Context: an optimization exercise on an open-source flow, tuned for small area and a short achievable clock period. The choices shown serve that exercise and are no tape-out recipe. Function was not checked in any run shown here: the RTL went through the layout flow alone. Power is estimated from default activity; no workload was simulated.

==> design/flow/design.v <==
module alu16bit (
  input clk,
  input reset,
  input [2:0] operation,
  input [15:0] operand_A,
  input [15:0] operand_B,
  output reg [31:0] result,
  output reg carry_flag,
  output reg zero_flag
);
  wire [15:0] a = operand_A;
  wire [15:0] b = operand_B;
  wire is_add = ~reset & (operation == 3'd0);
  wire is_sub = ~reset & (operation == 3'd1);
  wire is_mul = ~reset & (operation == 3'd2);
  wire [15:0] m = is_mul ? b : {15'd0, is_add | is_sub};
  reg [15:0] cv;
  always @(*) begin
    if (reset) cv = 16'd0;
    else
    case (operation)
      3'd0: cv = b;
      3'd1: cv = ~b;
      3'd3: cv = a & b;
      3'd4: cv = a | b;
      3'd5: cv = ~(a & b);
      3'd6: cv = ~(a | b);
      3'd7: cv = a ^ b;
      default: cv = 16'd0;
    endcase
  end
  wire cin = is_sub;
  wire [15:0] an = ~a;
  wire [15:0] mn = ~m;
  wire p1;
  nor2 up1 (an[0], mn[0], p1);
  wire p2;
  nor2 up2 (an[1], mn[0], p2);
  wire p3;
  nor2 up3 (an[2], mn[0], p3);
  wire p4;
  nor2 up4 (an[3], mn[0], p4);
  wire p5;
  nor2 up5 (an[4], mn[0], p5);
  wire p6;
  nor2 up6 (an[5], mn[0], p6);
  wire p7;
  nor2 up7 (an[6], mn[0], p7);
  wire p8;
  nor2 up8 (an[7], mn[0], p8);
  wire p9;
  nor2 up9 (an[8], mn[0], p9);
  wire p10;
  nor2 up10 (an[9], mn[0], p10);
  wire p11;
  nor2 up11 (an[10], mn[0], p11);
  wire p12;
  nor2 up12 (an[11], mn[0], p12);
  wire p13;
  nor2 up13 (an[12], mn[0], p13);
  wire p14;
  nor2 up14 (an[13], mn[0], p14);
  wire p15;
  nor2 up15 (an[14], mn[0], p15);
  wire p16;
  nor2 up16 (an[15], mn[0], p16);
  wire p17;
  nor2 up17 (an[0], mn[1], p17);
  wire p18;
  nor2 up18 (an[1], mn[1], p18);
  wire p19;
  nor2 up19 (an[2], mn[1], p19);
  wire p20;
  nor2 up20 (an[3], mn[1], p20);
  wire p21;
  nor2 up21 (an[4], mn[1], p21);
  wire p22;
  nor2 up22 (an[5], mn[1], p22);
  wire p23;
  nor2 up23 (an[6], mn[1], p23);
  wire p24;
  nor2 up24 (an[7], mn[1], p24);
  wire p25;
  nor2 up25 (an[8], mn[1], p25);
  wire p26;
  nor2 up26 (an[9], mn[1], p26);
  wire p27;
  nor2 up27 (an[10], mn[1], p27);
  wire p28;
  nor2 up28 (an[11], mn[1], p28);
  wire p29;
  nor2 up29 (an[12], mn[1], p29);
  wire p30;
  nor2 up30 (an[13], mn[1], p30);
  wire p31;
  nor2 up31 (an[14], mn[1], p31);
  wire p32;
  nor2 up32 (an[15], mn[1], p32);
  wire p33;
  nor2 up33 (an[0], mn[2], p33);
  wire p34;
  nor2 up34 (an[1], mn[2], p34);
  wire p35;
  nor2 up35 (an[2], mn[2], p35);
  wire p36;
  nor2 up36 (an[3], mn[2], p36);
  wire p37;
  nor2 up37 (an[4], mn[2], p37);
  wire p38;
  nor2 up38 (an[5], mn[2], p38);
  wire p39;
  nor2 up39 (an[6], mn[2], p39);
  wire p40;
  nor2 up40 (an[7], mn[2], p40);
  wire p41;
  nor2 up41 (an[8], mn[2], p41);
  wire p42;
  nor2 up42 (an[9], mn[2], p42);
  wire p43;
  nor2 up43 (an[10], mn[2], p43);
  wire p44;
  nor2 up44 (an[11], mn[2], p44);
  wire p45;
  nor2 up45 (an[12], mn[2], p45);
  wire p46;
  nor2 up46 (an[13], mn[2], p46);
  wire p47;
  nor2 up47 (an[14], mn[2], p47);
  wire p48;
  nor2 up48 (an[15], mn[2], p48);
  wire p49;
  nor2 up49 (an[0], mn[3], p49);
  wire p50;
  nor2 up50 (an[1], mn[3], p50);
  wire p51;
  nor2 up51 (an[2], mn[3], p51);
  wire p52;
  nor2 up52 (an[3], mn[3], p52);
  wire p53;
  nor2 up53 (an[4], mn[3], p53);
  wire p54;
  nor2 up54 (an[5], mn[3], p54);
  wire p55;
  nor2 up55 (an[6], mn[3], p55);
  wire p56;
  nor2 up56 (an[7], mn[3], p56);
  wire p57;
  nor2 up57 (an[8], mn[3], p57);
  wire p58;
  nor2 up58 (an[9], mn[3], p58);
  wire p59;
  nor2 up59 (an[10], mn[3], p59);
  wire p60;
  nor2 up60 (an[11], mn[3], p60);
  wire p61;
  nor2 up61 (an[12], mn[3], p61);
  wire p62;
  nor2 up62 (an[13], mn[3], p62);
  wire p63;
  nor2 up63 (an[14], mn[3], p63);
  wire p64;
  nor2 up64 (an[15], mn[3], p64);
  wire p65;
  nor2 up65 (an[0], mn[4], p65);
  wire p66;
  nor2 up66 (an[1], mn[4], p66);
  wire p67;
  nor2 up67 (an[2], mn[4], p67);
  wire p68;
  nor2 up68 (an[3], mn[4], p68);
  wire p69;
  nor2 up69 (an[4], mn[4], p69);
  wire p70;
  nor2 up70 (an[5], mn[4], p70);
  wire p71;
  nor2 up71 (an[6], mn[4], p71);
  wire p72;
  nor2 up72 (an[7], mn[4], p72);
  wire p73;
  nor2 up73 (an[8], mn[4], p73);
  wire p74;
  nor2 up74 (an[9], mn[4], p74);
  wire p75;
  nor2 up75 (an[10], mn[4], p75);
  wire p76;
  nor2 up76 (an[11], mn[4], p76);
  wire p77;
  nor2 up77 (an[12], mn[4], p77);
  wire p78;
  nor2 up78 (an[13], mn[4], p78);
  wire p79;
  nor2 up79 (an[14], mn[4], p79);
  wire p80;
  nor2 up80 (an[15], mn[4], p80);
  wire p81;
  nor2 up81 (an[0], mn[5], p81);
  wire p82;
  nor2 up82 (an[1], mn[5], p82);
  wire p83;
  nor2 up83 (an[2], mn[5], p83);
  wire p84;
  nor2 up84 (an[3], mn[5], p84);
  wire p85;
  nor2 up85 (an[4], mn[5], p85);
  wire p86;
  nor2 up86 (an[5], mn[5], p86);
  wire p87;
  nor2 up87 (an[6], mn[5], p87);
  wire p88;
  nor2 up88 (an[7], mn[5], p88);
  wire p89;
  nor2 up89 (an[8], mn[5], p89);
  wire p90;
  nor2 up90 (an[9], mn[5], p90);
  wire p91;
  nor2 up91 (an[10], mn[5], p91);
  wire p92;
  nor2 up92 (an[11], mn[5], p92);
  wire p93;
  nor2 up93 (an[12], mn[5], p93);
  wire p94;
  nor2 up94 (an[13], mn[5], p94);
  wire p95;
  nor2 up95 (an[14], mn[5], p95);
  wire p96;
  nor2 up96 (an[15], mn[5], p96);
  wire p97;
  nor2 up97 (an[0], mn[6], p97);
  wire p98;
  nor2 up98 (an[1], mn[6], p98);
  wire p99;
  nor2 up99 (an[2], mn[6], p99);
  wire p100;
  nor2 up100 (an[3], mn[6], p100);
  wire p101;
  nor2 up101 (an[4], mn[6], p101);
  wire p102;
  nor2 up102 (an[5], mn[6], p102);
  wire p103;
  nor2 up103 (an[6], mn[6], p103);
  wire p104;
  nor2 up104 (an[7], mn[6], p104);
  wire p105;
  nor2 up105 (an[8], mn[6], p105);
  wire p106;
  nor2 up106 (an[9], mn[6], p106);
  wire p107;
  nor2 up107 (an[10], mn[6], p107);
  wire p108;
  nor2 up108 (an[11], mn[6], p108);
  wire p109;
  nor2 up109 (an[12], mn[6], p109);
  wire p110;
  nor2 up110 (an[13], mn[6], p110);
  wire p111;
  nor2 up111 (an[14], mn[6], p111);
  wire p112;
  nor2 up112 (an[15], mn[6], p112);
  wire p113;
  nor2 up113 (an[0], mn[7], p113);
  wire p114;
  nor2 up114 (an[1], mn[7], p114);
  wire p115;
  nor2 up115 (an[2], mn[7], p115);
  wire p116;
  nor2 up116 (an[3], mn[7], p116);
  wire p117;
  nor2 up117 (an[4], mn[7], p117);
  wire p118;
  nor2 up118 (an[5], mn[7], p118);
  wire p119;
  nor2 up119 (an[6], mn[7], p119);
  wire p120;
  nor2 up120 (an[7], mn[7], p120);
  wire p121;
  nor2 up121 (an[8], mn[7], p121);
  wire p122;
  nor2 up122 (an[9], mn[7], p122);
  wire p123;
  nor2 up123 (an[10], mn[7], p123);
  wire p124;
  nor2 up124 (an[11], mn[7], p124);
  wire p125;
  nor2 up125 (an[12], mn[7], p125);
  wire p126;
  nor2 up126 (an[13], mn[7], p126);
  wire p127;
  nor2 up127 (an[14], mn[7], p127);
  wire p128;
  nor2 up128 (an[15], mn[7], p128);
  wire p129;
  nor2 up129 (an[0], mn[8], p129);
  wire p130;
  nor2 up130 (an[1], mn[8], p130);
  wire p131;
  nor2 up131 (an[2], mn[8], p131);
  wire p132;
  nor2 up132 (an[3], mn[8], p132);
  wire p133;
  nor2 up133 (an[4], mn[8], p133);
  wire p134;
  nor2 up134 (an[5], mn[8], p134);
  wire p135;
  nor2 up135 (an[6], mn[8], p135);
  wire p136;
  nor2 up136 (an[7], mn[8], p136);
  wire p137;
  nor2 up137 (an[8], mn[8], p137);
  wire p138;
  nor2 up138 (an[9], mn[8], p138);
  wire p139;
  nor2 up139 (an[10], mn[8], p139);
  wire p140;
  nor2 up140 (an[11], mn[8], p140);
  wire p141;
  nor2 up141 (an[12], mn[8], p141);
  wire p142;
  nor2 up142 (an[13], mn[8], p142);
  wire p143;
  nor2 up143 (an[14], mn[8], p143);
  wire p144;
  nor2 up144 (an[15], mn[8], p144);
  wire p145;
  nor2 up145 (an[0], mn[9], p145);
  wire p146;
  nor2 up146 (an[1], mn[9], p146);
  wire p147;
  nor2 up147 (an[2], mn[9], p147);
  wire p148;
  nor2 up148 (an[3], mn[9], p148);
  wire p149;
  nor2 up149 (an[4], mn[9], p149);
  wire p150;
  nor2 up150 (an[5], mn[9], p150);
  wire p151;
  nor2 up151 (an[6], mn[9], p151);
  wire p152;
  nor2 up152 (an[7], mn[9], p152);
  wire p153;
  nor2 up153 (an[8], mn[9], p153);
  wire p154;
  nor2 up154 (an[9], mn[9], p154);
  wire p155;
  nor2 up155 (an[10], mn[9], p155);
  wire p156;
  nor2 up156 (an[11], mn[9], p156);
  wire p157;
  nor2 up157 (an[12], mn[9], p157);
  wire p158;
  nor2 up158 (an[13], mn[9], p158);
  wire p159;
  nor2 up159 (an[14], mn[9], p159);
  wire p160;
  nor2 up160 (an[15], mn[9], p160);
  wire p161;
  nor2 up161 (an[0], mn[10], p161);
  wire p162;
  nor2 up162 (an[1], mn[10], p162);
  wire p163;
  nor2 up163 (an[2], mn[10], p163);
  wire p164;
  nor2 up164 (an[3], mn[10], p164);
  wire p165;
  nor2 up165 (an[4], mn[10], p165);
  wire p166;
  nor2 up166 (an[5], mn[10], p166);
  wire p167;
  nor2 up167 (an[6], mn[10], p167);
  wire p168;
  nor2 up168 (an[7], mn[10], p168);
  wire p169;
  nor2 up169 (an[8], mn[10], p169);
  wire p170;
  nor2 up170 (an[9], mn[10], p170);
  wire p171;
  nor2 up171 (an[10], mn[10], p171);
  wire p172;
  nor2 up172 (an[11], mn[10], p172);
  wire p173;
  nor2 up173 (an[12], mn[10], p173);
  wire p174;
  nor2 up174 (an[13], mn[10], p174);
  wire p175;
  nor2 up175 (an[14], mn[10], p175);
  wire p176;
  nor2 up176 (an[15], mn[10], p176);
  wire p177;
  nor2 up177 (an[0], mn[11], p177);
  wire p178;
  nor2 up178 (an[1], mn[11], p178);
  wire p179;
  nor2 up179 (an[2], mn[11], p179);
  wire p180;
  nor2 up180 (an[3], mn[11], p180);
  wire p181;
  nor2 up181 (an[4], mn[11], p181);
  wire p182;
  nor2 up182 (an[5], mn[11], p182);
  wire p183;
  nor2 up183 (an[6], mn[11], p183);
  wire p184;
  nor2 up184 (an[7], mn[11], p184);
  wire p185;
  nor2 up185 (an[8], mn[11], p185);
  wire p186;
  nor2 up186 (an[9], mn[11], p186);
  wire p187;
  nor2 up187 (an[10], mn[11], p187);
  wire p188;
  nor2 up188 (an[11], mn[11], p188);
  wire p189;
  nor2 up189 (an[12], mn[11], p189);
  wire p190;
  nor2 up190 (an[13], mn[11], p190);
  wire p191;
  nor2 up191 (an[14], mn[11], p191);
  wire p192;
  nor2 up192 (an[15], mn[11], p192);
  wire p193;
  nor2 up193 (an[0], mn[12], p193);
  wire p194;
  nor2 up194 (an[1], mn[12], p194);
  wire p195;
  nor2 up195 (an[2], mn[12], p195);
  wire p196;
  nor2 up196 (an[3], mn[12], p196);
  wire p197;
  nor2 up197 (an[4], mn[12], p197);
  wire p198;
  nor2 up198 (an[5], mn[12], p198);
  wire p199;
  nor2 up199 (an[6], mn[12], p199);
  wire p200;
  nor2 up200 (an[7], mn[12], p200);
  wire p201;
  nor2 up201 (an[8], mn[12], p201);
  wire p202;
  nor2 up202 (an[9], mn[12], p202);
  wire p203;
  nor2 up203 (an[10], mn[12], p203);
  wire p204;
  nor2 up204 (an[11], mn[12], p204);
  wire p205;
  nor2 up205 (an[12], mn[12], p205);
  wire p206;
  nor2 up206 (an[13], mn[12], p206);
  wire p207;
  nor2 up207 (an[14], mn[12], p207);
  wire p208;
  nor2 up208 (an[15], mn[12], p208);
  wire p209;
  nor2 up209 (an[0], mn[13], p209);
  wire p210;
  nor2 up210 (an[1], mn[13], p210);
  wire p211;
  nor2 up211 (an[2], mn[13], p211);
  wire p212;
  nor2 up212 (an[3], mn[13], p212);
  wire p213;
  nor2 up213 (an[4], mn[13], p213);
  wire p214;
  nor2 up214 (an[5], mn[13], p214);
  wire p215;
  nor2 up215 (an[6], mn[13], p215);
  wire p216;
  nor2 up216 (an[7], mn[13], p216);
  wire p217;
  nor2 up217 (an[8], mn[13], p217);
  wire p218;
  nor2 up218 (an[9], mn[13], p218);
  wire p219;
  nor2 up219 (an[10], mn[13], p219);
  wire p220;
  nor2 up220 (an[11], mn[13], p220);
  wire p221;
  nor2 up221 (an[12], mn[13], p221);
  wire p222;
  nor2 up222 (an[13], mn[13], p222);
  wire p223;
  nor2 up223 (an[14], mn[13], p223);
  wire p224;
  nor2 up224 (an[15], mn[13], p224);
  wire p225;
  nor2 up225 (an[0], mn[14], p225);
  wire p226;
  nor2 up226 (an[1], mn[14], p226);
  wire p227;
  nor2 up227 (an[2], mn[14], p227);
  wire p228;
  nor2 up228 (an[3], mn[14], p228);
  wire p229;
  nor2 up229 (an[4], mn[14], p229);
  wire p230;
  nor2 up230 (an[5], mn[14], p230);
  wire p231;
  nor2 up231 (an[6], mn[14], p231);
  wire p232;
  nor2 up232 (an[7], mn[14], p232);
  wire p233;
  nor2 up233 (an[8], mn[14], p233);
  wire p234;
  nor2 up234 (an[9], mn[14], p234);
  wire p235;
  nor2 up235 (an[10], mn[14], p235);
  wire p236;
  nor2 up236 (an[11], mn[14], p236);
  wire p237;
  nor2 up237 (an[12], mn[14], p237);
  wire p238;
  nor2 up238 (an[13], mn[14], p238);
  wire p239;
  nor2 up239 (an[14], mn[14], p239);
  wire p240;
  nor2 up240 (an[15], mn[14], p240);
  wire p241;
  nor2 up241 (an[0], mn[15], p241);
  wire p242;
  nor2 up242 (an[1], mn[15], p242);
  wire p243;
  nor2 up243 (an[2], mn[15], p243);
  wire p244;
  nor2 up244 (an[3], mn[15], p244);
  wire p245;
  nor2 up245 (an[4], mn[15], p245);
  wire p246;
  nor2 up246 (an[5], mn[15], p246);
  wire p247;
  nor2 up247 (an[6], mn[15], p247);
  wire p248;
  nor2 up248 (an[7], mn[15], p248);
  wire p249;
  nor2 up249 (an[8], mn[15], p249);
  wire p250;
  nor2 up250 (an[9], mn[15], p250);
  wire p251;
  nor2 up251 (an[10], mn[15], p251);
  wire p252;
  nor2 up252 (an[11], mn[15], p252);
  wire p253;
  nor2 up253 (an[12], mn[15], p253);
  wire p254;
  nor2 up254 (an[13], mn[15], p254);
  wire p255;
  nor2 up255 (an[14], mn[15], p255);
  wire p256;
  nor2 up256 (an[15], mn[15], p256);
  wire n257, n258;
  ha un257 (p14, p29, n257, n258);
  wire n259, n260;
  fa un259 (p15, p30, p45, n259, n260);
  wire n261, n262;
  ha un261 (p60, p75, n261, n262);
  wire n263, n264;
  fa un263 (p16, p31, p46, n263, n264);
  wire n265, n266;
  fa un265 (p61, p76, p91, n265, n266);
  wire n267, n268;
  ha un267 (p106, p121, n267, n268);
  wire n269, n270;
  fa un269 (p32, p47, p62, n269, n270);
  wire n271, n272;
  fa un271 (p77, p92, p107, n271, n272);
  wire n273, n274;
  ha un273 (p122, p137, n273, n274);
  wire n275, n276;
  fa un275 (p48, p63, p78, n275, n276);
  wire n277, n278;
  fa un277 (p93, p108, p123, n277, n278);
  wire n279, n280;
  fa un279 (p64, p79, p94, n279, n280);
  wire n281, n282;
  ha un281 (p10, p25, n281, n282);
  wire n283, n284;
  fa un283 (p11, p26, p41, n283, n284);
  wire n285, n286;
  ha un285 (p56, p71, n285, n286);
  wire n287, n288;
  fa un287 (p12, p27, p42, n287, n288);
  wire n289, n290;
  fa un289 (p57, p72, p87, n289, n290);
  wire n291, n292;
  ha un291 (p102, p117, n291, n292);
  wire n293, n294;
  fa un293 (p13, p28, p43, n293, n294);
  wire n295, n296;
  fa un295 (p58, p73, p88, n295, n296);
  wire n297, n298;
  fa un297 (p103, p118, p133, n297, n298);
  wire n299, n300;
  ha un299 (p148, p163, n299, n300);
  wire n301, n302;
  fa un301 (p44, p59, p74, n301, n302);
  wire n303, n304;
  fa un303 (p89, p104, p119, n303, n304);
  wire n305, n306;
  fa un305 (p134, p149, p164, n305, n306);
  wire n307, n308;
  fa un307 (p179, p194, p209, n307, n308);
  wire n309, n310;
  fa un309 (p90, p105, p120, n309, n310);
  wire n311, n312;
  fa un311 (p135, p150, p165, n311, n312);
  wire n313, n314;
  fa un313 (p180, p195, p210, n313, n314);
  wire n315, n316;
  fa un315 (p225, n258, n261, n315, n316);
  wire n317, n318;
  fa un317 (p136, p151, p166, n317, n318);
  wire n319, n320;
  fa un319 (p181, p196, p211, n319, n320);
  wire n321, n322;
  fa un321 (p226, p241, n262, n321, n322);
  wire n323, n324;
  fa un323 (n267, n260, n263, n323, n324);
  wire n325, n326;
  fa un325 (p152, p167, p182, n325, n326);
  wire n327, n328;
  fa un327 (p197, p212, p227, n327, n328);
  wire n329, n330;
  fa un329 (p242, n268, n273, n329, n330);
  wire n331, n332;
  fa un331 (n264, n266, n269, n331, n332);
  wire n333, n334;
  fa un333 (p138, p153, p168, n333, n334);
  wire n335, n336;
  fa un335 (p183, p198, p213, n335, n336);
  wire n337, n338;
  fa un337 (p228, p243, n274, n337, n338);
  wire n339, n340;
  fa un339 (n270, n272, n275, n339, n340);
  wire n341, n342;
  fa un341 (p109, p124, p139, n341, n342);
  wire n343, n344;
  fa un343 (p154, p169, p184, n343, n344);
  wire n345, n346;
  fa un345 (p199, p214, p229, n345, n346);
  wire n347, n348;
  fa un347 (p244, n276, n278, n347, n348);
  wire n349, n350;
  fa un349 (p80, p95, p110, n349, n350);
  wire n351, n352;
  fa un351 (p125, p140, p155, n351, n352);
  wire n353, n354;
  fa un353 (p170, p185, p200, n353, n354);
  wire n355, n356;
  fa un355 (p215, p230, p245, n355, n356);
  wire n357, n358;
  fa un357 (p96, p111, p126, n357, n358);
  wire n359, n360;
  fa un359 (p141, p156, p171, n359, n360);
  wire n361, n362;
  fa un361 (p186, p201, p216, n361, n362);
  wire n363, n364;
  fa un363 (p112, p127, p142, n363, n364);
  wire n365, n366;
  fa un365 (p157, p172, p187, n365, n366);
  wire n367, n368;
  fa un367 (p128, p143, p158, n367, n368);
  wire n369, n370;
  ha un369 (p7, p22, n369, n370);
  wire n371, n372;
  fa un371 (p8, p23, p38, n371, n372);
  wire n373, n374;
  ha un373 (p53, p68, n373, n374);
  wire n375, n376;
  fa un375 (p9, p24, p39, n375, n376);
  wire n377, n378;
  fa un377 (p54, p69, p84, n377, n378);
  wire n379, n380;
  ha un379 (p99, p114, n379, n380);
  wire n381, n382;
  fa un381 (p40, p55, p70, n381, n382);
  wire n383, n384;
  fa un383 (p85, p100, p115, n383, n384);
  wire n385, n386;
  fa un385 (p130, p145, n281, n385, n386);
  wire n387, n388;
  fa un387 (p86, p101, p116, n387, n388);
  wire n389, n390;
  fa un389 (p131, p146, p161, n389, n390);
  wire n391, n392;
  fa un391 (n282, n285, n283, n391, n392);
  wire n393, n394;
  fa un393 (p132, p147, p162, n393, n394);
  wire n395, n396;
  fa un395 (p177, n286, n291, n395, n396);
  wire n397, n398;
  fa un397 (n284, n287, n289, n397, n398);
  wire n399, n400;
  fa un399 (p178, p193, n292, n399, n400);
  wire n401, n402;
  fa un401 (n299, n288, n290, n401, n402);
  wire n403, n404;
  fa un403 (n293, n295, n297, n403, n404);
  wire n405, n406;
  fa un405 (n300, n257, n294, n405, n406);
  wire n407, n408;
  fa un407 (n296, n298, n301, n407, n408);
  wire n409, n410;
  fa un409 (n303, n305, n307, n409, n410);
  wire n411, n412;
  fa un411 (n302, n304, n306, n411, n412);
  wire n413, n414;
  fa un413 (n308, n259, n309, n413, n414);
  wire n415, n416;
  fa un415 (n311, n313, n315, n415, n416);
  wire n417, n418;
  fa un417 (n310, n312, n314, n417, n418);
  wire n419, n420;
  fa un419 (n265, n317, n319, n419, n420);
  wire n421, n422;
  fa un421 (n316, n321, n323, n421, n422);
  wire n423, n424;
  fa un423 (n318, n320, n271, n423, n424);
  wire n425, n426;
  fa un425 (n325, n327, n322, n425, n426);
  wire n427, n428;
  fa un427 (n329, n324, n331, n427, n428);
  wire n429, n430;
  fa un429 (n326, n328, n277, n429, n430);
  wire n431, n432;
  fa un431 (n333, n335, n330, n431, n432);
  wire n433, n434;
  fa un433 (n337, n332, n339, n433, n434);
  wire n435, n436;
  fa un435 (n334, n336, n279, n435, n436);
  wire n437, n438;
  fa un437 (n341, n343, n345, n437, n438);
  wire n439, n440;
  fa un439 (n338, n340, n347, n439, n440);
  wire n441, n442;
  fa un441 (n342, n344, n346, n441, n442);
  wire n443, n444;
  fa un443 (n280, n349, n351, n443, n444);
  wire n445, n446;
  fa un445 (n353, n355, n348, n445, n446);
  wire n447, n448;
  fa un447 (p231, p246, n350, n447, n448);
  wire n449, n450;
  fa un449 (n352, n354, n356, n449, n450);
  wire n451, n452;
  fa un451 (n357, n359, n361, n451, n452);
  wire n453, n454;
  fa un453 (p202, p217, p232, n453, n454);
  wire n455, n456;
  fa un455 (p247, n358, n360, n455, n456);
  wire n457, n458;
  fa un457 (n362, n363, n365, n457, n458);
  wire n459, n460;
  fa un459 (p173, p188, p203, n459, n460);
  wire n461, n462;
  fa un461 (p218, p233, p248, n461, n462);
  wire n463, n464;
  fa un463 (n364, n366, n367, n463, n464);
  wire n465, n466;
  fa un465 (p144, p159, p174, n465, n466);
  wire n467, n468;
  fa un467 (p189, p204, p219, n467, n468);
  wire n469, n470;
  fa un469 (p234, p249, n368, n469, n470);
  wire n471, n472;
  fa un471 (p160, p175, p190, n471, n472);
  wire n473, n474;
  fa un473 (p205, p220, p235, n473, n474);
  wire n475, n476;
  fa un475 (p176, p191, p206, n475, n476);
  wire n477, n478;
  ha un477 (p5, p20, n477, n478);
  wire n479, n480;
  fa un479 (p6, p21, p36, n479, n480);
  wire n481, n482;
  ha un481 (p51, p66, n481, n482);
  wire n483, n484;
  fa un483 (p37, p52, p67, n483, n484);
  wire n485, n486;
  fa un485 (p82, p97, n369, n485, n486);
  wire n487, n488;
  fa un487 (p83, p98, p113, n487, n488);
  wire n489, n490;
  fa un489 (n370, n373, n371, n489, n490);
  wire n491, n492;
  fa un491 (p129, n374, n379, n491, n492);
  wire n493, n494;
  fa un493 (n372, n375, n377, n493, n494);
  wire n495, n496;
  fa un495 (n380, n376, n378, n495, n496);
  wire n497, n498;
  fa un497 (n381, n383, n385, n497, n498);
  wire n499, n500;
  fa un499 (n382, n384, n387, n499, n500);
  wire n501, n502;
  fa un501 (n389, n386, n391, n501, n502);
  wire n503, n504;
  fa un503 (n388, n390, n393, n503, n504);
  wire n505, n506;
  fa un505 (n395, n392, n397, n505, n506);
  wire n507, n508;
  fa un507 (n394, n396, n399, n507, n508);
  wire n509, n510;
  fa un509 (n398, n401, n403, n509, n510);
  wire n511, n512;
  fa un511 (n400, n402, n404, n511, n512);
  wire n513, n514;
  fa un513 (n405, n407, n409, n513, n514);
  wire n515, n516;
  fa un515 (n406, n408, n410, n515, n516);
  wire n517, n518;
  fa un517 (n411, n413, n415, n517, n518);
  wire n519, n520;
  fa un519 (n412, n414, n417, n519, n520);
  wire n521, n522;
  fa un521 (n419, n416, n421, n521, n522);
  wire n523, n524;
  fa un523 (n418, n420, n423, n523, n524);
  wire n525, n526;
  fa un525 (n425, n422, n427, n525, n526);
  wire n527, n528;
  fa un527 (n424, n429, n426, n527, n528);
  wire n529, n530;
  fa un529 (n431, n428, n433, n529, n530);
  wire n531, n532;
  fa un531 (n430, n435, n437, n531, n532);
  wire n533, n534;
  fa un533 (n432, n434, n439, n533, n534);
  wire n535, n536;
  fa un535 (n436, n438, n441, n535, n536);
  wire n537, n538;
  fa un537 (n443, n445, n440, n537, n538);
  wire n539, n540;
  fa un539 (n442, n444, n447, n539, n540);
  wire n541, n542;
  fa un541 (n449, n451, n446, n541, n542);
  wire n543, n544;
  fa un543 (n453, n448, n450, n543, n544);
  wire n545, n546;
  fa un545 (n452, n455, n457, n545, n546);
  wire n547, n548;
  fa un547 (n454, n459, n461, n547, n548);
  wire n549, n550;
  fa un549 (n456, n458, n463, n549, n550);
  wire n551, n552;
  fa un551 (n460, n462, n465, n551, n552);
  wire n553, n554;
  fa un553 (n467, n464, n469, n553, n554);
  wire n555, n556;
  fa un555 (p250, n466, n468, n555, n556);
  wire n557, n558;
  fa un557 (n471, n473, n470, n557, n558);
  wire n559, n560;
  fa un559 (p221, p236, p251, n559, n560);
  wire n561, n562;
  fa un561 (n472, n474, n475, n561, n562);
  wire n563, n564;
  fa un563 (p192, p207, p222, n563, n564);
  wire n565, n566;
  fa un565 (p237, p252, n476, n565, n566);
  wire n567, n568;
  fa un567 (p208, p223, p238, n567, n568);
  wire n569, n570;
  ha un569 (p4, p19, n569, n570);
  wire n571, n572;
  fa un571 (p35, p50, p65, n571, n572);
  wire n573, n574;
  fa un573 (p81, n478, n481, n573, n574);
  wire n575, n576;
  fa un575 (n482, n480, n483, n575, n576);
  wire n577, n578;
  fa un577 (n484, n487, n486, n577, n578);
  wire n579, n580;
  fa un579 (n488, n491, n490, n579, n580);
  wire n581, n582;
  fa un581 (n492, n494, n495, n581, n582);
  wire n583, n584;
  fa un583 (n496, n499, n498, n583, n584);
  wire n585, n586;
  fa un585 (n500, n503, n502, n585, n586);
  wire n587, n588;
  fa un587 (n504, n507, n506, n587, n588);
  wire n589, n590;
  fa un589 (n508, n510, n511, n589, n590);
  wire n591, n592;
  fa un591 (n512, n514, n515, n591, n592);
  wire n593, n594;
  fa un593 (n516, n519, n518, n593, n594);
  wire n595, n596;
  fa un595 (n520, n523, n522, n595, n596);
  wire n597, n598;
  fa un597 (n524, n527, n526, n597, n598);
  wire n599, n600;
  fa un599 (n528, n531, n533, n599, n600);
  wire n601, n602;
  fa un601 (n532, n535, n534, n601, n602);
  wire n603, n604;
  fa un603 (n536, n539, n538, n603, n604);
  wire n605, n606;
  fa un605 (n543, n540, n545, n605, n606);
  wire n607, n608;
  fa un607 (n547, n544, n546, n607, n608);
  wire n609, n610;
  fa un609 (n548, n551, n550, n609, n610);
  wire n611, n612;
  fa un611 (n552, n555, n557, n611, n612);
  wire n613, n614;
  fa un613 (n559, n556, n561, n613, n614);
  wire n615, n616;
  fa un615 (n560, n563, n562, n615, n616);
  wire n617, n618;
  fa un617 (p253, n564, n567, n617, n618);
  wire n619, n620;
  fa un619 (p224, p239, p254, n619, n620);
  wire n621, n622;
  ha un621 (p3, p18, n621, n622);
  wire n623, n624;
  fa un623 (p34, p49, n569, n623, n624);
  wire n625, n626;
  fa un625 (n570, n477, n571, n625, n626);
  wire n627, n628;
  fa un627 (n572, n479, n573, n627, n628);
  wire n629, n630;
  fa un629 (n574, n485, n575, n629, n630);
  wire n631, n632;
  fa un631 (n576, n489, n577, n631, n632);
  wire n633, n634;
  fa un633 (n493, n578, n579, n633, n634);
  wire n635, n636;
  fa un635 (n497, n580, n581, n635, n636);
  wire n637, n638;
  fa un637 (n582, n501, n583, n637, n638);
  wire n639, n640;
  fa un639 (n505, n584, n585, n639, n640);
  wire n641, n642;
  fa un641 (n509, n586, n587, n641, n642);
  wire n643, n644;
  fa un643 (n513, n588, n589, n643, n644);
  wire n645, n646;
  fa un645 (n517, n590, n591, n645, n646);
  wire n647, n648;
  fa un647 (n592, n521, n593, n647, n648);
  wire n649, n650;
  fa un649 (n525, n594, n595, n649, n650);
  wire n651, n652;
  fa un651 (n529, n596, n597, n651, n652);
  wire n653, n654;
  fa un653 (n530, n598, n599, n653, n654);
  wire n655, n656;
  fa un655 (n537, n600, n601, n655, n656);
  wire n657, n658;
  fa un657 (n541, n602, n603, n657, n658);
  wire n659, n660;
  fa un659 (n542, n605, n604, n659, n660);
  wire n661, n662;
  fa un661 (n549, n607, n606, n661, n662);
  wire n663, n664;
  fa un663 (n553, n608, n609, n663, n664);
  wire n665, n666;
  fa un665 (n554, n610, n611, n665, n666);
  wire n667, n668;
  fa un667 (n558, n613, n612, n667, n668);
  wire n669, n670;
  fa un669 (n565, n614, n615, n669, n670);
  wire n671, n672;
  fa un671 (n566, n617, n616, n671, n672);
  wire n673, n674;
  fa un673 (n568, n619, n618, n673, n674);
  wire n675, n676;
  fa un675 (p240, p255, n620, n675, n676);
  wire o677 = p17 | cv[1];
  wire o678 = p33 | cv[2];
  wire o679 = n622 | cv[3];
  wire o680 = n624 | cv[4];
  wire o681 = n626 | cv[5];
  wire o682 = n628 | cv[6];
  wire o683 = n630 | cv[7];
  wire o684 = n632 | cv[8];
  wire o685 = n634 | cv[9];
  wire o686 = n636 | cv[10];
  wire o687 = n638 | cv[11];
  wire o688 = n640 | cv[12];
  wire o689 = n642 | cv[13];
  wire o690 = n644 | cv[14];
  wire o691 = n646 | cv[15];
  wire o692 = n648 | is_sub;
  wire o693 = n650 | is_sub;
  wire o694 = n652 | is_sub;
  wire o695 = n654 | is_sub;
  wire o696 = n656 | is_sub;
  wire o697 = n659 | is_sub;
  wire o698 = n661 | is_sub;
  wire o699 = n662 | is_sub;
  wire o700 = n664 | is_sub;
  wire o701 = n666 | is_sub;
  wire o702 = n669 | is_sub;
  wire o703 = n670 | is_sub;
  wire o704 = n673 | is_sub;
  wire o705 = n675 | is_sub;
  wire o706 = p256 | is_sub;
  wire n707, n708;
  fa un707 (cin, p1, cv[0], n707, n708);
  wire n709, n710;
  fa un709 (p2, o677, n708, n709, n710);
  wire n711, n712;
  fa un711 (o678, n621, n710, n711, n712);
  wire n713, n714;
  fa un713 (o679, n623, n712, n713, n714);
  wire n715, n716;
  fa un715 (o680, n625, n714, n715, n716);
  wire n717, n718;
  fa un717 (o681, n627, n716, n717, n718);
  wire n719, n720;
  ha un719 (n629, o682, n719, n720);
  wire n721, n722;
  ha un721 (n631, o683, n721, n722);
  wire n723, n724;
  ha un723 (n633, o684, n723, n724);
  wire n725, n726;
  ha un725 (n635, o685, n725, n726);
  wire n727, n728;
  ha un727 (n637, o686, n727, n728);
  wire n729, n730;
  ha un729 (n639, o687, n729, n730);
  wire n731, n732;
  ha un731 (n641, o688, n731, n732);
  wire n733, n734;
  ha un733 (n643, o689, n733, n734);
  wire n735, n736;
  ha un735 (n645, o690, n735, n736);
  wire n737, n738;
  ha un737 (n647, o691, n737, n738);
  wire n739, n740;
  ha un739 (n649, o692, n739, n740);
  wire n741, n742;
  ha un741 (n651, o693, n741, n742);
  wire n743, n744;
  ha un743 (n653, o694, n743, n744);
  wire n745, n746;
  ha un745 (n655, o695, n745, n746);
  wire n747, n748;
  ha un747 (n657, o696, n747, n748);
  wire n749, n750;
  ha un749 (n658, o697, n749, n750);
  wire n751, n752;
  ha un751 (n660, o698, n751, n752);
  wire n753, n754;
  ha un753 (n663, o699, n753, n754);
  wire n755, n756;
  ha un755 (n665, o700, n755, n756);
  wire n757, n758;
  ha un757 (n667, o701, n757, n758);
  wire n759, n760;
  ha un759 (n668, o702, n759, n760);
  wire n761, n762;
  ha un761 (n671, o703, n761, n762);
  wire n763, n764;
  ha un763 (n672, o704, n763, n764);
  wire n765, n766;
  ha un765 (n674, o705, n765, n766);
  wire n767, n768;
  ha un767 (n676, o706, n767, n768);
  wire n769 = ~((n719 & n718) | n720);
  wire n770 = ~((n723 & n722) | n724);
  wire n771 = ~(n723 & n721);
  wire n772 = ~((n727 & n726) | n728);
  wire n773 = ~(n727 & n725);
  wire n774 = ~((n731 & n730) | n732);
  wire n775 = ~(n731 & n729);
  wire n776 = ~((n735 & n734) | n736);
  wire n777 = ~(n735 & n733);
  wire n778 = ~((n739 & n738) | n740);
  wire n779 = ~(n739 & n737);
  wire n780 = ~((n743 & n742) | n744);
  wire n781 = ~(n743 & n741);
  wire n782 = ~((n747 & n746) | n748);
  wire n783 = ~(n747 & n745);
  wire n784 = ~((n751 & n750) | n752);
  wire n785 = ~(n751 & n749);
  wire n786 = ~((n755 & n754) | n756);
  wire n787 = ~(n755 & n753);
  wire n788 = ~((n759 & n758) | n760);
  wire n789 = ~(n759 & n757);
  wire n790 = ~((n763 & n762) | n764);
  wire n791 = ~(n763 & n761);
  wire n792 = ~((n767 & n766) | n768);
  wire n793 = ~(n767 & n765);
  wire n794 = ~((n771 | n769) & n770);
  wire n795 = ~((n775 | n772) & n774);
  wire n796 = ~(n775 | n773);
  wire n797 = ~((n779 | n776) & n778);
  wire n798 = ~(n779 | n777);
  wire n799 = ~((n783 | n780) & n782);
  wire n800 = ~(n783 | n781);
  wire n801 = ~((n787 | n784) & n786);
  wire n802 = ~(n787 | n785);
  wire n803 = ~((n791 | n788) & n790);
  wire n804 = ~(n791 | n789);
  wire n805 = ~((n796 & n794) | n795);
  wire n806 = ~((n800 & n797) | n799);
  wire n807 = ~(n800 & n798);
  wire n808 = ~((n804 & n801) | n803);
  wire n809 = ~(n804 & n802);
  wire n810 = ~((n807 | n805) & n806);
  wire n811 = ~n810;
  wire n812 = ~((n809 | n811) & n808);
  wire n813 = ~n805;
  wire n814 = ~((n798 & n813) | n797);
  wire n815 = ~((n802 & n810) | n801);
  wire n816 = ~n794;
  wire n817 = ~((n773 | n816) & n772);
  wire n818 = ~((n777 | n805) & n776);
  wire n819 = ~((n781 | n814) & n780);
  wire n820 = ~n810;
  wire n821 = ~((n785 | n820) & n784);
  wire n822 = ~((n789 | n815) & n788);
  wire n823 = ~n812;
  wire n824 = ~((n793 | n823) & n792);
  wire n825 = ~n769;
  wire n826 = ~((n721 & n825) | n722);
  wire n827 = ~((n725 & n794) | n726);
  wire n828 = ~((n729 & n817) | n730);
  wire n829 = ~n805;
  wire n830 = ~((n733 & n829) | n734);
  wire n831 = ~((n737 & n818) | n738);
  wire n832 = ~n814;
  wire n833 = ~((n741 & n832) | n742);
  wire n834 = ~((n745 & n819) | n746);
  wire n835 = ~((n749 & n810) | n750);
  wire n836 = ~((n753 & n821) | n754);
  wire n837 = ~n815;
  wire n838 = ~((n757 & n837) | n758);
  wire n839 = ~((n761 & n822) | n762);
  wire n840 = ~((n765 & n812) | n766);
  wire n841 = ~((is_sub & n824) | 1'b0);
  wire n842, n843;
  ha un842 (n719, n718, n842, n843);
  wire n844, n845;
  ha un844 (n721, n769, n844, n845);
  wire n846 = ~n844;
  wire n847, n848;
  ha un847 (n723, n826, n847, n848);
  wire n849 = ~n847;
  wire n850, n851;
  ha un850 (n725, n794, n850, n851);
  wire n852, n853;
  ha un852 (n727, n827, n852, n853);
  wire n854 = ~n852;
  wire n855, n856;
  ha un855 (n729, n817, n855, n856);
  wire n857, n858;
  ha un857 (n731, n828, n857, n858);
  wire n859 = ~n857;
  wire n860, n861;
  ha un860 (n733, n805, n860, n861);
  wire n862 = ~n860;
  wire n863, n864;
  ha un863 (n735, n830, n863, n864);
  wire n865 = ~n863;
  wire n866, n867;
  ha un866 (n737, n818, n866, n867);
  wire n868, n869;
  ha un868 (n739, n831, n868, n869);
  wire n870 = ~n868;
  wire n871, n872;
  ha un871 (n741, n814, n871, n872);
  wire n873 = ~n871;
  wire n874, n875;
  ha un874 (n743, n833, n874, n875);
  wire n876 = ~n874;
  wire n877, n878;
  ha un877 (n745, n819, n877, n878);
  wire n879, n880;
  ha un879 (n747, n834, n879, n880);
  wire n881 = ~n879;
  wire n882, n883;
  ha un882 (n749, n810, n882, n883);
  wire n884, n885;
  ha un884 (n751, n835, n884, n885);
  wire n886 = ~n884;
  wire n887, n888;
  ha un887 (n753, n821, n887, n888);
  wire n889, n890;
  ha un889 (n755, n836, n889, n890);
  wire n891 = ~n889;
  wire n892, n893;
  ha un892 (n757, n815, n892, n893);
  wire n894 = ~n892;
  wire n895, n896;
  ha un895 (n759, n838, n895, n896);
  wire n897 = ~n895;
  wire n898, n899;
  ha un898 (n761, n822, n898, n899);
  wire n900, n901;
  ha un900 (n763, n839, n900, n901);
  wire n902 = ~n900;
  wire n903, n904;
  ha un903 (n765, n812, n903, n904);
  wire n905, n906;
  ha un905 (n767, n840, n905, n906);
  wire n907 = ~n905;
  wire n908, n909;
  ha un908 (is_sub, n824, n908, n909);
  wire [31:0] s = {n908, n907, n903, n902, n898, n897, n894, n891, n887, n886, n882, n881, n877, n876, n873, n870, n866, n865, n862, n859, n855, n854, n850, n849, n846, n842, n717, n715, n713, n711, n709, n707};
  wire borrow = is_sub & s[16];
  wire zero_lo = (s[15:0] == 16'd0);
  wire zero_mul = (a == 16'd0) | (b == 16'd0);
  wire [31:0] r = s;
  wire z = ~reset & (is_mul ? zero_mul : zero_lo);
  always @(posedge clk) begin
    result     <= r;
    carry_flag <= borrow;
    zero_flag  <= z;
  end
endmodule
module fa (input a, input b, input c, output s, output co);
  assign s = a ^ b ^ c;
  assign co = (a & b) | (a & c) | (b & c);
endmodule
module ha (input a, input b, output s, output co);
  assign s = a ^ b;
  assign co = a & b;
endmodule
module nor2 (input a, input b, output y);
  assign y = ~(a | b);
endmodule
==> design/flow/flow/run.sh <==
#!/bin/bash
# The standard layout, with the port buffers made of plain buffers (sky130
# buf_1, which the resizer may upsize) instead of the delay-cell buffers that
# buffer_ports picks by default.
set -euo pipefail
export BUFFER_PORTS_ARGS="-buffer_cell sky130_fd_sc_hd__buf_1"
bash standard.sh > standard.log 2>&1
==> design/flow/standard.sh <==
#!/bin/bash
# synth_recipe.tcl (not shown) runs the flow's synth.tcl, then flattens the netlist and writes it again
# the make line also repeats each setting of config.mk as NAME=value (left out here)
make -C /OpenROAD-flow-scripts/flow DESIGN_CONFIG=/design/flow/config.mk WORK_HOME=/design/flow/orfs CLKGATE_MAP_FILE= SYNTH_SCRIPT=/design/flow/synth_recipe.tcl "${@:-finish}"
==> design/flow/config.mk <==
export PLATFORM = sky130hd
export DESIGN_NAME = alu16bit
export DESIGN_NICKNAME = alu16bit
export VERILOG_FILES = /design/flow/design.v
export SDC_FILE = /design/flow/constraint.sdc
export NUM_CORES = 4
export LEC_CHECK = 0
export ABC_AREA = 1
export CAP_MARGIN = 20
export CORE_MARGIN = 2
export CORE_UTILIZATION = 40
export GPL_TIMING_DRIVEN = 0
export SLEW_MARGIN = 20
export SYNTH_HIERARCHICAL = 1
==> design/flow/constraint.sdc <==
create_clock -name core_clock -period 7.2 [get_ports {clk}]
set_input_delay 1.4400 -clock core_clock [delete_from_list [all_inputs] [get_ports {clk}]]
set_output_delay 1.4400 -clock core_clock [all_outputs]
set_load 0.01 [all_outputs]
==> results.yml, run 1 <==
logic_synthesis:
  synthesis.nets: 1266
  ys_types: 41
  synth_top_cell_by_area: "fa_1"
  synth-seq-area-share_pct: 7.70
  synth_ff_type: "dfxtp_1"
  synth_edf_count: 0
  synthArstFlopShare_pct: 0
  netlist_instances: 930
  synth_top_area_share_pct: 45.5
  avgSynthCellArea_um2: 9.51
  synthTopCellsByArea: "fa_1 (46%), ha_1 (14%), nor2_1 (11%)"
  yosysWarningCount: 7
  syn_area_um2: 8840
  synth-seq-cells: 34
worst_setup_path:
  cp.arrival_ps: 7180
  crit_type: "in2reg"
  endpoint_kind: "flip-flop"
  slowest_delay_ps: 520
  crit_required_ps: 7410
  path_max_fanout: 16
  critPathLaunchType: "input pin"
  crit_slowest_cell: "fa_1"
final_layout:
  drive_gt1_share_pct: 13.3
  final_area_um2: 10000
  antenna_cells: 0
  final_core_util_pct: 46.0
  nets: 1363
  area_growth_pct: 13.1
die:
  rows: 54
  fp.dieH_um: 153
  core_area_um2: 21800
  ios: 71
  initial_core_util_pct: 40.6
  die_x_um: 153
  dieArea_um2: 23300
pwr:
  p_total_uw: 906
  power_frac_seq_pct: 25.7
  pwr_density_cell_nw_per_um2: 90.5
  clkPwrFrac_pct: 30.3
  internal-power_uw: 529
  power_frac_comb_pct: 44.0
  ir_worst_vdd_v: 0.0000741
  switching_share_pct: 41.6
  power.switching_uw: 376
  leakage_uw: 0.00536
sta:
  slew_violations: 0
  fin_crit_sh_pct: 96.8
  fmax_mhz: 144
  relSlewSlack_pct: 34.6
  setup_viol: 0
  hold_viol: 0
  tightest_slew_ps: 973
  fin_setup_tns_ps: 0
  period_needed_ps: 6970
place:
  placement.io_buffers: 69
  hpwlAfterDp_mm: 19.2
  place_area_um2: 9460
  place_congestion: 0.861
global_routing:
  track_usage_pct: 23.2
  grt-ovfl-total: 0
  antenna_found_initial: 0
  grt_pass1_vias: 7713
  grt_max_degree: 18
  grt_pass1_wl_mm: 42.0
cts:
  cts_tree: "yes"
  cts_root_buffer: "clkbuf_16"
  path_clk_slew_ps: 80
  clockBufferDepth: 2
  cts_hold_buf: 0
  cts_sinks: 34
  htree_levels: 2
  cts_made_buffers: 5
routing:
  routed_wl_mm: 26.1
  num_vias: 7209
  drt_pass1_iterations: 5
  wl_per_cell_um: 20.0
  viasPerCell: 5.51
  drc_errors: 0
  drt_iter0_drc: 535
  postRouteAntennaNets: 0
min_path:
  hold_path.class: "in2reg"
  holdPathEnd: "carry_flag"
  min-delay-start: "reset"
  min_delay_path_depth: 2
outcome:
  status: "finished clean"
job:
  maxCapViolations: 0
==> worst max-delay path by stage <==
stage / startpoint / slack, ps / end
global placement: reset / -920 / result[30]
CTS: operation[2] / 90 / result[30]
global route: operation[1] / -10 / result[31]
finish: operation[1] / 230 / result[31]
detailed placement: reset / -910 / result[30]
floorplan: reset / 290 / result[30]
==> per-module statistics from Yosys, one instance, submodules excluded <==
module | cells inside | cell area, um2
nor2 | 1 | 3.75
fa | 1 | 20.0
alu16bit | 407 | 3030
ha | 1 | 12.5
==> cell families (layout without fill, tap and decap cells) <==
logic type	count (synthesis)	in the layout	share of synthesized area [%]
AOI/OAI and AO/OA	95	95	8.45
adders and majority gates	299	299	59.4
buffers and inverters	87	185	4.48
DFF	34	34	7.70
and+or+nand+nor	415	415	20.0
==> cell type report <==
cell class	count	area, um2
plain buffers	13	139
clock buffers	5	125
clock inverters	3	45.0
fillers	2130	11800
inverters	74	282
multi-input cells	809	7960
flip-flops and latches	34	681
well taps	280	350
repair buffers	90	419
==> worst max-delay path, delay by kind of cell <==
kind | cells | cell delay, ps
AO/OA/AOI/OAI | 1 | 120
adder cells (fa/ha/maj) | 8 | 3280
buffers and inverters | 4 | 580
AND/OR/NAND/NOR | 16 | 1720
==> stage by stage <==
stage	cells	setup slack, ps	hold slack (ps)
after detailed placement	1280	-911	1820
after CTS	1292	85.8	1530
after global routing	1308	-10.6	1530
after global placement	1279	-924	1830
final	1308	233	1510
after floorplan	930	286	1700
==> power by group through the flow <==
| stage | Sequential (uW) | Combinational (uW) | Clock, uW |
|---|---|---|---|
| floorplan | 259 | 224 | 0 |
| global placement | 238 | 377 | 0 |
| detailed placement | 238 | 380 | 0 |
| CTS | 234 | 388 | 288 |
| global route | 237 | 445 | 292 |
| finish | 233 | 398 | 274 |
==> sequential cells by signal, summed over array words and instances (netlist names) <==
name and cells:
zero_flag 1, carry_flag 1, result 32
==> per-layer routing <==
metal | GRT usage (%) | part of all wire, % | vias up
met3 | 5.03 | 8.2 | 50
met5 | 0 | 0 | -
li1 | - | - | 3177
met2 | 37.4 | 47 | 290
met1 | 31.0 | 42 | 3692
met4 | 7.94 | 2.8 | 0
==> cells in the mapped netlist (3+ instances only) <==
library cell and instances:
nor2_1 268, fa_1 201, ha_1 98, nand2_1 69, inv_1 67, dfxtp_1 34
a21oi_1 24, nand2_2 14, or2_2 14, nand3_1 13, nor4_1 13, nor3_1 8
o21bai_1 8, inv_2 7, o21ai_0 7, a22oi_1 6, o211ai_2 6, a32o_1 5
buf_6 5, o21bai_2 5, o22ai_2 5, a21o_1 4, a32oi_1 4, nand2_4 4
nand4_1 4, o2111ai_1 4, o22ai_1 4, buf_4 3, nor2_4 3, o21ai_1 3
o221ai_2 3
==> what timing repair did <==
| action | 4_1_cts | 5_1_grt |
|---|---|---|
| gates cloned | 0 | 0 |
| setup endpoints to repair | 13 | 11 |
| pin swaps | 0 | 2 |
| gates resized for setup | 27 | 26 |
| buffers inserted | 4 | 16 |
==> layout by cell type (no fill, tap or decap), drive strengths merged <==
master and instances:
clkinvlp 3, inv 73, o21ai 10, nand3 13
or2 15, ha 98, a32o 5, o211ai 7
a32oi 4, a21oi 26, o22ai 9, nand4 4
nor4 13, bufinv 1, dfxtp 34, a31o 2
o2111ai 4, buf 97, o21bai 13, a22oi 6
fa 201, a211oi 2, nor3 10, clkbuf 11
a21o 4, nand2 87, o221ai 3, nor2 273
==> run 2: changes to the inputs <==
--- a/design/flow/config.mk
+++ b/design/flow/config.mk
@@ -12,2 +12,3 @@
 export GPL_TIMING_DRIVEN = 0
+export SETUP_SLACK_MARGIN = 0.5
 export SLEW_MARGIN = 20
==> run 2 against run 1 <==
Net effect: still clean on timing, DRC and antenna; clock-buffer cell count unchanged; flip-flop and latch count stayed put; cell area is 5.8% higher; highest routed layer unchanged.
==> results.yml, run 2 <==
logic_synthesis:
  synth_edf_count: 0
  netlist_instances: 930
  synth_top_area_share_pct: 45.5
  synth_commonest_cells: "nor2_1 (268), fa_1 (201), ha_1 (98)"
  synthTopCellsByArea: "fa_1 (46%), ha_1 (14%), nor2_1 (11%)"
  yosysWarningCount: 7
  ys_types: 41
  syn_area_um2: 8840
  synth_top_cell_by_area: "fa_1"
  avgSynthCellArea_um2: 9.51
  synth_ff_type: "dfxtp_1"
  synthesis.nets: 1266
  synth-seq-cells: 34
  synthArstFlopShare_pct: 0
  synth_most_common_cell: "nor2_1"
  synth-seq-area-share_pct: 7.70
sta:
  fin_crit_sh_pct: 93.3
  fmax_mhz: 149
  period_needed_ps: 6720
  tightest_slew_ps: 951
  relSlewSlack_pct: 36.0
  hold_viol: 0
  rsz0062_at_grt: "true"
  slew_violations: 0
  setup_viol: 0
routing:
  wl_met2_mm: 12.5
  drt_iter0_drc: 530
  met3WireLength_mm: 2.49
  routed_wl_mm: 26.8
  wl_per_cell_um: 20.1
  drc_errors: 0
  viasPerCell: 5.52
  num_vias: 7369
  postRouteAntennaNets: 0
  highest_layer: "met4"
  drt_pass1_iterations: 5
  drt-met1-wl_mm: 11.0
worst_setup_path:
  critical_path_cell_count: 28
  crit_type: "in2reg"
  path_max_fanout: 4
  critPathLaunchType: "input pin"
  crit_path_frequent_cell: "nand2_4"
  endpoint_kind: "flip-flop"
  crit_slowest_cell: "fa_2"
  crit_required_ps: 7430
  slowest_delay_ps: 610
  cpLargestDelayFamily: "adder cells"
  cp.arrival_ps: 6940
  path_buf_inv: 6
place:
  place_congestion: 0.861
  place_area_um2: 9490
  hpwlAfterDp_mm: 19.1
  placement.io_buffers: 69
final_layout:
  drive_gt1_share_pct: 19.5
  fillerInstances: 2061
  area_growth_pct: 19.7
  final_common_cell: "nor2_1"
  max_flop_register: "result"
  layout_common_cells: "nor2_1 (253), fa_1 (189), ha_1 (90)"
  nets: 1389
  antenna_cells: 0
  largestRegisters: "result (32), carry_flag (1), zero_flag (1)"
  largest_reg_flops: 32
  final_area_um2: 10600
cts:
  cts_hold_buf: 0
  cts_made_buffers: 5
  cts_root_buffer: "clkbuf_16"
  cts_sinks: 34
  path_clk_slew_ps: 90
  clockBufferDepth: 2
  htree_levels: 2
  cts_tree: "yes"
global_routing:
  antenna_found_initial: 0
  grt_pass1_wl_mm: 42.3
  grt_max_degree: 18
  track_usage_pct: 23.4
  grt_pass1_vias: 7584
  grt-ovfl-total: 0
outcome:
  status: "finished clean"
die:
  dieArea_um2: 23300
  die_x_um: 153
  ios: 71
  initial_core_util_pct: 40.6
  core_area_um2: 21800
  fp.dieH_um: 153
  rows: 54
pwr:
  leakage_uw: 0.00554
  p_total_uw: 991
  pwr_density_cell_nw_per_um2: 93.7
  ir_worst_vdd_v: 0.000107
job:
  maxCapViolations: 0
min_path:
  min_delay_path_depth: 2
  hold_path.class: "in2reg"
-- run 2: changes by cell type in the layout (fill, tap and decap cells not counted), sizes merged --
cell / change
bufinv: +1
clkbuf: -1
buf: +27
inv: -2
clkinv: +1
-- run 2: stage by stage --
step	hold slack, ps	util, %	setup slack (ps)	TNS (ps)	instances
final	1470	48.6	483	0	1334
after global routing	1480	48.6	306	0	1334
after CTS	1460	46.7	504	0	1312
after detailed placement	1820	43.6	-641	-6340	1280
after global placement	1830	43.6	-656	-6530	1279
after floorplan	1700	-	498	0	930
-- run 2: timing repair --
action	4_1_cts	5_1_grt
gates resized for setup	63	52
buffers inserted	24	22
setup endpoints to repair	18	10
pin swaps	3	35
endpoints found under the hold margin	0	0
-- run 2: per-layer routing --
| metal | global-route usage, % | up-vias |
|---|---|---|
| li1 | - | 3239 |
| met1 | 31.4 | 3728 |
| met2 | 37.6 | 348 |
| met3 | 5.86 | 54 |
| met4 | 6.66 | 0 |
| met5 | 0 | - |
-- run 2: per-module statistics from Yosys, one instance, submodules excluded --
module / area [um2] / times used / cells / flip-flops and latches
nor2: 3.75 / 256 / 1 / 0
ha: 12.5 / 66 / 1 / 0
alu16bit: 3030 / 1 / 407 / 34
fa: 20.0 / 201 / 1 / 0
-- run 2: cell type report --
type / instances / area, um2 / area share [%]
sequential: 34 / 681 / 6.43
clock inverter: 3 / 68.8 / 0.650
timing repair buffer: 116 / 693 / 6.55
inverter: 74 / 292 / 2.75
clock buffer: 5 / 125 / 1.18
tap: 280 / 350 / 3.31
buffer: 13 / 145 / 1.37
multi-input combinational: 809 / 8230 / 77.7
-- run 2: final timing paths --
kind | startpoint | to | slack [ps]
max | operation[0] | result[30] | 480
min | reset | carry_flag | 1470
-- run 2: report_power, final --
part / switching [uW] / internal [uW]
Combinational: 280 / 165
Clock: 113 / 200
Sequential: 7.84 / 225
Total: 401 / 590
-- run 2: logic make-up after synthesis --
| logic type | after synthesis | synth area share, % |
|---|---|---|
| flops | 34 | 7.70 |
| fa+ha+maj | 299 | 59.4 |
| buf+inv | 87 | 4.48 |
| simple gates | 415 | 20.0 |
| compound gates | 95 | 8.45 |
==> run 3: changes to the inputs <==
--- a/design/flow/config.mk
+++ b/design/flow/config.mk
@@ -12,3 +12,3 @@
 export GPL_TIMING_DRIVEN = 0
-export SETUP_SLACK_MARGIN = 0.5
+export SETUP_SLACK_MARGIN = 1.0
 export SLEW_MARGIN = 20
==> run 3 against run 2 <==
Net effect: wire length increased by 4.1%; flip-flop and latch count unchanged; critical path depth unchanged; fmax increased by 3.4%; cell area increased by 6.2%; final cell count increased by 2.2%; non-clock buffer count increased by 26; clock-buffer cell count unchanged; global-route usage increased by 0.72 points; worst hold slack got worse by 29 ps; power increased by 1.7%; area after synthesis unchanged.
==> results.yml, run 3 <==
outcome:
  status: "finished clean"
cts:
  cts_root_buffer: "clkbuf_16"
  cts_hold_buf: 0
  path_clk_slew_ps: 80
  cts_made_buffers: 5
  cts_sinks: 34
  htree_levels: 2
  clockBufferDepth: 2
  cts_tree: "yes"
routing:
  num_vias: 7498
  postRouteAntennaNets: 0
  drt_pass1_iterations: 5
  drt_iter0_drc: 569
  routed_wl_mm: 27.8
  viasPerCell: 5.50
  wl_per_cell_um: 20.4
  drc_errors: 0
die:
  ios: 71
  core_area_um2: 21800
  initial_core_util_pct: 40.6
  dieArea_um2: 23300
  die_x_um: 153
  rows: 54
  fp.dieH_um: 153
worst_setup_path:
  path_max_fanout: 7
  crit_type: "in2reg"
  critPathCapture: "result[30]"
  cp.arrival_ps: 6720
  endpoint_kind: "flip-flop"
  crit_required_ps: 7420
  critPathLaunchType: "input pin"
  startpoint: "operation[1]"
final_layout:
  layout_common_cells: "nor2_1 (236), fa_1 (177), ha_1 (81)"
  fin_cells: 1364
  area_growth_pct: 27.1
  largest_reg_flops: 32
  largestRegisters: "result (32), carry_flag (1), zero_flag (1)"
  final_core_util_pct: 51.7
  final_common_cell: "nor2_1"
  final_area_um2: 11200
  nets: 1418
  drive_gt1_share_pct: 28.1
  fillerInstances: 2021
  max_flop_register: "result"
sta:
  slew_violations: 0
  hold_viol: 0
  fin_crit_sh_pct: 90.3
  setup_viol: 0
  period_needed_ps: 6500
  fmax_mhz: 154
  rsz0062_at_grt: "true"
  relSlewSlack_pct: 23.9
  tightest_slew_ps: 1130
logic_synthesis:
  synthesis.nets: 1266
  yosysWarningCount: 7
  netlist_instances: 930
  avgSynthCellArea_um2: 9.51
  synth_most_common_cell: "nor2_1"
  synth_ff_type: "dfxtp_1"
  synthAdderAreaFrac_pct: 59.4
  muxShareOfSynthArea_pct: 0
  synth_commonest_cells: "nor2_1 (268), fa_1 (201), ha_1 (98)"
  synthTopCellsByArea: "fa_1 (46%), ha_1 (14%), nor2_1 (11%)"
  synth_compound_area_share_pct: 8.45
  synth_top_area_share_pct: 45.5
  ys_types: 41
  synthXorXnorAreaFrac_pct: 0
  synth_simple_gate_area_share_pct: 20.0
  synthArstFlopShare_pct: 0
  synth_edf_count: 0
  synth-seq-cells: 34
  synth_top_cell_by_area: "fa_1"
  syn_area_um2: 8840
  synth_top_family_by_area: "adder cells"
  synth-seq-area-share_pct: 7.70
global_routing:
  grt_pass1_wl_mm: 43.8
  antenna_found_initial: 1
  grt_max_degree: 18
  grt_pass1_vias: 7885
  track_usage_pct: 24.1
  grt-ovfl-total: 0
pwr:
  pwr_density_cell_nw_per_um2: 89.7
  ir_worst_vdd_v: 0.0000887
  p_total_uw: 1010
  leakage_uw: 0.00568
job:
  maxCapViolations: 0
place:
  place_congestion: 0.867
  place_area_um2: 9740
  placement.io_buffers: 69
  hpwlAfterDp_mm: 19.3
  dp_cells: 1281
min_path:
  hold_path.class: "in2reg"
run 3: cell counts after synthesis:
No cell type changed its count.
run 3: how the worst min path moves through the flow:
stage                     slack (ps)          to    startpoint  cells after the start
after floorplan                 1700   zero_flag  operand_B[3]                      5
after global placement          1830   result[4]     result[4]                      1
after detailed placement        1830   result[0]     result[0]                      1
after CTS                       1440  carry_flag         reset                      2
after global routing            1450  carry_flag         reset                      2
final                           1440  carry_flag         reset                      2
run 3: where the power goes:
part	leakage, uW	total, uW	internal, uW	switching (uW)
Clock	0.0000760	278	164	114
Combinational	0.00532	496	194	302
Sequential	0.000282	233	225	7.87
run 3: logic make-up after synthesis:
kind of cell | count (synthesis)
AND/OR/NAND/NOR | 415
adder cells (fa/ha/maj) | 299
AO/OA/AOI/OAI | 95
buffers and inverters | 87
flip-flops | 34
run 3: layout make-up:
cell class              instances  area (um2)  share of cell area, %
clock inverters                 3        45.0                  0.401
flip-flops and latches         34         681                   6.05
well taps                     280         350                   3.12
inverters                      74         343                   3.05
diodes                          1        2.50                 0.0223
clock buffers                   5         125                   1.11
plain buffers                  13         156                   1.39
repair buffers                142         895                   7.96
multi-input cells             812        8650                   76.9
run 3: metal layers:
| metal | part of all wire (%) | track usage [%] | vias to the layer above |
|---|---|---|---|
| met4 | 2.6 | 5.69 | 0 |
| met1 | 41 | 31.7 | 3814 |
| li1 | - | - | 3306 |
| met2 | 48 | 39.8 | 330 |
| met5 | 0 | 0 | - |
| met3 | 8.4 | 6.54 | 48 |
run 3: stage by stage:
stage | setup TNS, ps | setup WS (ps) | hold WS (ps)
finish | 0 | 701 | 1440
global route | 0 | 570 | 1450
CTS | 0 | 684 | 1440
detailed placement | -3230 | -458 | 1830
global placement | -7250 | -783 | 1830
floorplan | 0 | 703 | 1700
run 3: Yosys stat by module, one instance, submodules excluded:
| module | area (um2) | copies in the design |
|---|---|---|
| nor2 | 3.75 | 256 |
| ha | 12.5 | 66 |
| alu16bit | 3030 | 1 |
| fa | 20.0 | 201 |
run 3: worst max-delay path, cell delays in order:
cell	delay (ps)
buf_12	90
inv_12	30
nor2_4	160
buf_6	140
nand2_4	50
o211ai_1	90
buf_4	180
buf_8	140
nor2_4	40
fa_2	540
fa_1	440
fa_2	460
fa_2	360
fa_2	420
fa_1	380
or2_4	270
ha_4	290
nand2_2	100
nor3_4	200
nand2_2	90
nand2_4	130
nand2_4	80
nand2_8	90
nand2_4	50
nand2_4	90
a21oi_2	60
ha_1	270
inv_1	30
run 3: what timing repair did:
item,4_1_cts,5_1_grt
endpoints found under the setup margin,21,18
gates cloned,3,1
buffers inserted,41,29
pin swaps,24,35
gates resized for setup,75,92

-- what the ideal ports hide --
The results above use ideal ports. As a check the final layouts listed here were re-extracted and re-timed, cells and wires unchanged. Step 1, drivers: a clkbuf_16 drives clk and a buf_2 each remaining input, both assumed. Step 2, shift: input delay + t, output delay - t, t = (earliest + latest rising clock arrival at the registers) / 2. This alone moves slack from input paths to output paths. Slacks: no drivers / after step 1 / after step 2; pairs: no drivers / after step 1.
| run | shift t [ns] | setup WS [ns] | worst register clock-pin slew, ns | cell pins on the clock port's net |
|---|---|---|---|---|
| run 1 | 0.354 | 0.233 / 0.251 / -0.103 | 0.08 / 0.08 | 1 |
| run 2 | 0.351 | 0.483 / 0.474 / 0.123 | 0.09 / 0.09 | 1 |
| run 3 | 0.351 | 0.701 / 0.678 / 0.328 | 0.08 / 0.08 | 1 |
With both steps, setup timing fails in run 1, where it was met with ideal ports. For run 3, which loses most, drivers alone change the setup slack by -0.023 ns; drivers and shift together by -0.373 ns.
